Context: an optimization exercise on an open-source flow, tuned for small area. The choices shown serve that exercise and are no tape-out recipe. The RTL was checked by simulation tests, not by an equivalence proof against the original design. Power figures rest on the tool's default switching activity, not on a simulated workload.

==> flow/design.v (excerpt) <==
module top_module (
    input wire clk,
    input wire reset,
    input wire rx,
    input wire mode_switch,
    input wire btn_up,
    input wire btn_down,
    output wire pwm_fan,
    output wire in1,
    output wire in2,
    output wire in3,
    output wire [3:0] an,
    output wire [6:0] seg,
    output wire dp
);
make LEC_CHECK=0 ABC_AREA=1 CAP_MARGIN=0 CORE_MARGIN=2 CORE_UTILIZATION=65 CTS_BUF_LIST=sky130_fd_sc_hd__clkbuf_4 PLACE_DENSITY=0.75 SLEW_MARGIN=0 finish   # period 10.0 ns
run.sh (not shown) runs the stock make flow with config.mk's settings and CLKGATE_MAP_FILE= SYNTH_SCRIPT=/design/flow/synth_recipe.tcl, a recipe that flattens the netlist after the stock synthesis.
Edit:
--- a/flow/config.mk
+++ b/flow/config.mk
@@ -9,6 +9,6 @@
 export CAP_MARGIN = 0
 export CORE_MARGIN = 2
-export CORE_UTILIZATION = 65
+export CORE_UTILIZATION = 75
 export CTS_BUF_LIST = sky130_fd_sc_hd__clkbuf_4
-export PLACE_DENSITY = 0.75
+export PLACE_DENSITY = 0.85
 export SLEW_MARGIN = 0
Worst hold slack degrades by 0.012 ns.
Final area barely changes.
Setup slack degrades by 0.56 ns.
Edit:
==> flow/flow/run.sh (new file) <==
#!/bin/bash
# Own layout flow: the standard ORFS flow (standard.sh) with three changes
#  - synthesis maps the logic with a stronger ABC area script (flow/abc_area.script);
#    the registers, their names and cells are those of the standard synthesis
#  - port buffers are sky130_fd_sc_hd__buf_1
#  - clock tree synthesis inserts no dummy loads
# Each tool's output is in orfs/logs/ (ORFS keeps one log per step); make's own
# output is in flow_make.log.
set -euo pipefail
W=$(pwd)
rm -rf "$W/scripts_own"
cp -r "$FLOW_HOME/scripts" "$W/scripts_own"
cp "$W/flow/abc_area.script" "$W/scripts_own/abc_area.script"
export SCRIPTS_DIR="$W/scripts_own"
export BUFFER_PORTS_ARGS="-buffer_cell sky130_fd_sc_hd__buf_1"
export CTS_ARGS="-sink_clustering_enable -repair_clock_nets -buf_list sky130_fd_sc_hd__clkbuf_4 -dont_use_dummy_load"
bash "$W/standard.sh" > "$W/flow_make.log" 2>&1
==> flow/flow/abc_area.script (new file) <==
strash
&get -n
&dch -f
&nf -R 1000
&put
strash
&get -n
&dch -f
&nf -R 1000
&put
strash
&get -n
&dch -f
&nf -R 1000
&put
strash
&get -n
&dch -f
&nf -R 1000
&put
strash
&get -n
&dch -f
&nf -R 1000
&put
strash
&get -n
&dch -f
&nf -R 1000
&put
topo
stime -c
dnsize -c
==> flow/standard.sh (new file) <==
#!/bin/bash
# synth_recipe.tcl (not shown) runs the flow's synth.tcl, then flattens the netlist and writes it again
# the make line also repeats each setting of config.mk as NAME=value (left out here)
make -C /OpenROAD-flow-scripts/flow DESIGN_CONFIG=/design/flow/config.mk WORK_HOME=/design/flow/orfs CLKGATE_MAP_FILE= SYNTH_SCRIPT=/design/flow/synth_recipe.tcl "${@:-finish}"
--- a/flow/config.mk
+++ b/flow/config.mk
@@ -9,6 +9,6 @@
 export CAP_MARGIN = 0
 export CORE_MARGIN = 2
-export CORE_UTILIZATION = 75
+export CORE_UTILIZATION = 65
 export CTS_BUF_LIST = sky130_fd_sc_hd__clkbuf_4
-export PLACE_DENSITY = 0.85
+export PLACE_DENSITY = 0.75
 export SLEW_MARGIN = 0
removed: flow/run.sh
Outcome: Clock power decreases by 45%; first-iteration DRC count decreases by 58%; die area increases by 5.5%; routed wire length decreases by 27%; area after synthesis decreases by 8.4%; setup slack improved by 1.1 ns; sequential power increases by about 0.8%.

Setup of job 101:
top_module again, from the RTL that the note above started with.
export LEC_CHECK = 0
export ABC_AREA = 1
export CAP_MARGIN = 0
export CORE_MARGIN = 2
export CORE_UTILIZATION = 65
export CTS_BUF_LIST = sky130_fd_sc_hd__clkbuf_4
export PLACE_DENSITY = 0.75
export SLEW_MARGIN = 0
create_clock -name core_clock -period 10.0 [get_ports {clk}]
standard.sh (not shown) runs the stock make flow with config.mk's settings and CLKGATE_MAP_FILE= SYNTH_SCRIPT=/design/flow/synth_recipe.tcl, a recipe that flattens the netlist after the stock synthesis.
==> flow/flow/run.sh <==
#!/bin/bash
# Own layout flow: the standard ORFS flow (standard.sh) with these changes
#  - synthesis maps the logic with a stronger ABC area script (flow/abc_area.script);
#    the registers, their names and cells are those of the standard synthesis
#  - after synthesis, flow/polarity.py re-chooses the polarity of full adders, majority
#    gates and xor gates to need fewer inverters; the result is used only if a SAT proof
#    (yosys, flip-flops cut by flow/combcut.py) shows its logic equals the synthesised one
#  - port buffers are sky130_fd_sc_hd__buf_1
#  - clock tree synthesis inserts no dummy loads
# Logs: flow_synth.log (synthesis), polarity.log, polarity_eq.log, flow_make.log (the rest);
# ORFS also keeps one log per step in orfs/logs/.
set -euo pipefail
W=$(pwd)
rm -rf "$W/scripts_own"
cp -r "$FLOW_HOME/scripts" "$W/scripts_own"
cp "$W/flow/abc_area.script" "$W/scripts_own/abc_area.script"
export SCRIPTS_DIR="$W/scripts_own"
export BUFFER_PORTS_ARGS="-buffer_cell sky130_fd_sc_hd__buf_1"
export CTS_ARGS="-sink_clustering_enable -repair_clock_nets -buf_list sky130_fd_sc_hd__clkbuf_4 -dont_use_dummy_load -sink_buffer_max_cap_derate 1.0"
R="$W/orfs/results/sky130hd/top_module/base"
YOSYS="$FLOW_HOME/../tools/install/yosys/bin/yosys"
LIB="$FLOW_HOME/platforms/sky130hd/lib/sky130_fd_sc_hd__tt_025C_1v80.lib"

bash "$W/standard.sh" "$R/1_2_yosys.v" > "$W/flow_synth.log" 2>&1
cp "$R/1_2_yosys.v" "$W/synth_orig.v"
ok=0
if python3 "$W/flow/polarity.py" "$W/synth_orig.v" "$W/synth_pol.v" > "$W/polarity.log" 2>&1 \
   && python3 "$W/flow/combcut.py" "$W/synth_orig.v" "$W/eq_gold.v" gold >> "$W/polarity.log" 2>&1 \
   && python3 "$W/flow/combcut.py" "$W/synth_pol.v" "$W/eq_gate.v" gate >> "$W/polarity.log" 2>&1; then
  cat > "$W/eq.ys" <<EOS
read_liberty -ignore_miss_func $LIB
read_verilog $W/eq_gold.v
read_verilog $W/eq_gate.v
flatten
opt_clean
miter -equiv -flatten -make_assert gold gate m
hierarchy -top m
sat -verify -prove-asserts m
EOS
  if "$YOSYS" -s "$W/eq.ys" > "$W/polarity_eq.log" 2>&1 && grep -q "SAT proof finished - no model found: SUCCESS" "$W/polarity_eq.log"; then
    ok=1
  fi
fi
if [[ $ok == 1 ]]; then
  cp "$W/synth_pol.v" "$R/1_2_yosys.v"
  echo "polarity: using the re-polarised netlist" >> "$W/polarity.log"
else
  echo "polarity: keeping the synthesised netlist" >> "$W/polarity.log"
fi
touch "$R/1_2_yosys.v"
bash "$W/standard.sh" > "$W/flow_make.log" 2>&1
Other scripts of this flow, unchanged in this note and not shown: flow/flow/abc_area.script, flow/flow/combcut.py, flow/flow/polarity.py
Changes in job 102 relative to job 101:
diff --git a/flow/flow/run.sh b/flow/flow/run.sh
--- a/flow/flow/run.sh
+++ b/flow/flow/run.sh
@@ -19 +19 @@
-export CTS_ARGS="-sink_clustering_enable -repair_clock_nets -buf_list sky130_fd_sc_hd__clkbuf_4 -dont_use_dummy_load -sink_buffer_max_cap_derate 1.0"
+export CTS_ARGS="-repair_clock_nets -buf_list sky130_fd_sc_hd__clkbuf_4 -dont_use_dummy_load"
==> comparison <==
Re critical path depth: no difference whatsoever between job 101 and job 102. Job 101 and job 102 ended up with roughly the same wire length. Diff job 101 -> job 102: portion of the layout cell area used by clock cells barely changed, floorplan die area barely changed.
Input changes introduced in job 103 (baseline for comparison: job 102):
diff --git a/flow/flow/run.sh b/flow/flow/run.sh
--- a/flow/flow/run.sh
+++ b/flow/flow/run.sh
@@ -19 +19 @@
-export CTS_ARGS="-repair_clock_nets -buf_list sky130_fd_sc_hd__clkbuf_4 -dont_use_dummy_load"
+export CTS_ARGS="-sink_clustering_enable -repair_clock_nets -buf_list sky130_fd_sc_hd__clkbuf_4 -dont_use_dummy_load -sink_clustering_size 30"
==> run summary <==
Status | job 103 and job 102 | clean
Number of inverters outside the clock class in the layout essentially unchanged between job 102 and job 103.
Delta (job 103 minus job 102): final area barely changed, top fanout value on the critical path barely changed, multi-input combinational cell area barely changed, power spent charging and discharging nets barely changed, cell-internal power barely changed.
diff inputs: job 103 => job 104
diff --git a/flow/flow/run.sh b/flow/flow/run.sh
--- a/flow/flow/run.sh
+++ b/flow/flow/run.sh
@@ -19 +19 @@
-export CTS_ARGS="-sink_clustering_enable -repair_clock_nets -buf_list sky130_fd_sc_hd__clkbuf_4 -dont_use_dummy_load -sink_clustering_size 30"
+export CTS_ARGS="-sink_clustering_enable -repair_clock_nets -buf_list sky130_fd_sc_hd__clkbuf_4 -dont_use_dummy_load"
Notes after the runs:
- Job 104 -> job 103: signal arrival time at the worst endpoint flat
- Re via count: no difference whatsoever between job 103 and job 104.
- Starting density of the core: job 104 vs job 103 identical

## what the ideal ports hide
In the flow no input, the clock included, has a driving cell. The finished layouts below were timed again as built, in two steps. Step 1 sets driving cells, clkbuf_16 on the clock port and buf_2 on the other inputs (assumed; they add their load-dependent delay and slew). Step 2 also shifts input and output timing later by t, the mid clock arrival at the registers, as if the neighbouring blocks saw the same clock. Slacks: ideal ports / drivers / drivers and shift; pairs: ideal ports / drivers.
run | shift t [ns] | setup slack, ns | worst data-port slew with drivers (ns)
the first run of note 1 | 0.544 | 2.258 / 2.226 / 2.226 | 0.04
the second run of note 1 | 0.550 | 1.694 / 1.667 / 1.667 | 0.03
the third run of note 1 | 0.499 | 2.828 / 2.808 / 2.808 | 0.03
job 101 | 0.510 | 2.562 / 2.538 / 2.538 | 0.03
job 102 | 0.510 | 2.562 / 2.538 / 2.538 | 0.03
job 103 | 0.510 | 2.562 / 2.538 / 2.538 | 0.03
job 104 | 0.510 | 2.562 / 2.538 / 2.538 | 0.03
After both steps every run listed still meets setup and hold. The setup slack of the first run of note 1, which loses most, moves by -0.032 ns with the drivers and by -0.032 ns with both steps.
